From an optimization exercise on the open Yosys and OpenROAD flow, aimed at a short achievable clock period and few clock cycles; shortcuts taken in it are not production practice. In this exercise RTL edits were held to simulation tests only and were not proved equivalent to the original.

== nickel ==
## sap1
module sap1 (
  input        clk,
  input        sw8,     
  input        prog,    
  input        sw4,     
  input  [3:0] sw_mar,  
  input  [7:0] sw_dat,  
  output [7:0] oval,    
  output       out_valid,  
  output       hlt,     
  output [7:0] memval   
);
  function [15:0] dec4;
    input [3:0] v;
    integer j;
    begin
      for (j = 0; j < 16; j = j + 1) dec4[j] = (v == j);
    end
  endfunction
  function [30-1:0] wdec;
    input [7:0] v;
    reg [3:0] op;
    begin
      op = v[7:4];
      wdec = {dec4(v[3:0]), op == 4'd6, op == 4'd7, (op == 4'd7) | (op == 4'd8), op == 4'd1,
              (op == 4'd2) | (op == 4'd3), op == 4'd3, op == 4'd4, op == 4'd5, op == 4'd14,
              op == 4'd15, v[3:0]};
    end
  endfunction
  reg [7:0]   mem [0:15];
  reg [30-1:0] dw [0:15];   
  reg [4:0]   bs [0:15];     
  reg [49-1:0] bd [0:15];   
  reg [15:0]  pc;            
  reg [15:0]  pcw_n;         
  reg         rsv_q;         
  reg         rst_q;         
  reg [49-1:0] bd0_q;       
  reg [15:0]  rs_q;          
  reg [15:0]  pred;          
  reg [7:0]   a;
  reg         cf, zf;
  reg [7:0]   oval_q;
  reg         outv_q;
  reg         hlt_q;
  reg [7:0]   memval_q;
  reg         mis_q;         
  reg [15:0]  alt_q;         
  reg [15:0]  wr_q, wr_qq, wr_qqq;   
  reg         pu_q, pf_q;    
  reg [15:0]  pa_q;          
  reg [15:0]  lda_q;         
  reg [7:0]   ldd_q;
  reg [15:0]  sd;            
  reg [31:0]  pw;            
  reg [15:0]  pwm;           
  reg         bv1;
  reg [193-1:0] b1;
  reg         bv2;
  reg [15:0]  rr;            
  reg [7:0]   px, py;        
  reg [7:0]   e_src;
  reg [3:0]   e_fin, e_osel;
  reg [31:0]  e_ws;
  reg [15:0]  e_wm;
  reg [3:0]   fsel;
  reg [15:0]  e_alt, e_caddr;
  reg         e_sub, e_alu, e_out, e_hlt, e_c_en, e_c_pred;
  integer i, j;
  genvar gi;
  wire        loadw = ~prog & ~sw4;
  wire [127:0] memq;
  generate
    for (gi = 0; gi < 16; gi = gi + 1) begin : mq
      assign memq[8*gi +: 8] = mem[gi];
    end
  endgenerate
  reg [7:0] wv [0:15];
  always @* begin
    for (i = 0; i < 16; i = i + 1) begin
      wv[i] = ({8{pw[2*i]}} & sd[7:0]) | ({8{pw[2*i+1]}} & sd[15:8]);
      if (lda_q[i]) wv[i] = ldd_q;
    end
  end
  generate
  ...
clock: 5.5 ns
lec_check: 0
abc_clock_period_in_ps: 2000
cap_margin: 40
core_margin: 2
core_utilization: 30
setup_slack_margin: 3.0
slew_margin: 30
run.sh (not shown) runs the stock make flow with config.mk's settings and CLKGATE_MAP_FILE= SYNTH_SCRIPT=/design/flow/synth_recipe.tcl, a recipe that flattens the netlist after the stock synthesis.
nickel: flow completed, timing, DRC and antenna clean
Testbench counts of nickel, summed over its fixed seeds: cycles 8,666.
The inputs of harbor differ from those of nickel as listed below.
# nickel
export LEC_CHECK = 0
export ABC_CLOCK_PERIOD_IN_PS = 2000
export CAP_MARGIN = 40
export CORE_MARGIN = 2
export CORE_UTILIZATION = 30
export SETUP_SLACK_MARGIN = 3.0
export SLEW_MARGIN = 30
create_clock -name core_clock -period 5.5 [get_ports {clk}]
# harbor
export LEC_CHECK = 0
export ABC_CLOCK_PERIOD_IN_PS = 2000
export CAP_MARGIN = 40
export CORE_MARGIN = 2
export CORE_UTILIZATION = 30
export GPL_ROUTABILITY_DRIVEN = 0
export SETUP_SLACK_MARGIN = 3.0
export SLEW_MARGIN = 30
create_clock -name core_clock -period 5.5 [get_ports {clk}]
--- outcome ---
- Sequential cell area fraction in the yosys report came out exactly the same in nickel and harbor.
- Flow for harbor halted at global routing (5_1_grt), error code GRT-0232.
- nickel went all the way through the flow, and no timing, DRC or antenna check failed.
- Comparing number of gates resized after cts for nickel and harbor, the bigger number came from nickel.
- From harbor to nickel, maximum level of the CTS H-tree did not move at all.
- Looking only at maximum root-to-sink buffer count, and setting everything else aside, the lower value of nickel and harbor goes to harbor.
- Synthesized cell count: harbor vs nickel identical
- Post-CTS setup buffer count (harbor vs. nickel) decreases by more than a quarter
- Comparing nickel and harbor, the lower placement-stage cell area is on harbor.

afterwards: timing with drivers on the ports:
Ports are ideal in the flow. The routed layout listed here was re-timed in OpenROAD. Step 1 assumes that a clkbuf_16 drives the clock port and a buf_2 every other input. Step 2 adds t to the input delays and takes it off the output delays; t is the mean of the earliest and latest rising clock arrival at the registers after step 1. Input paths then give back, and output paths get back, about the clock's delay inside the block. Three values: no drivers, after step 1, after step 2; two values: the first two.
run: nickel
t (ns): 1.062
slack for setup (ns): 2.706 / 2.706 / 1.892
worst setup path after step 2: input to register
worst data-port slew with drivers (ns): 0.14
cell pins on the clock port's net: 1
After both steps nickel still meets setup and hold. For nickel, drivers alone change the setup slack by 0.000 ns; drivers and shift together by -0.814 ns.
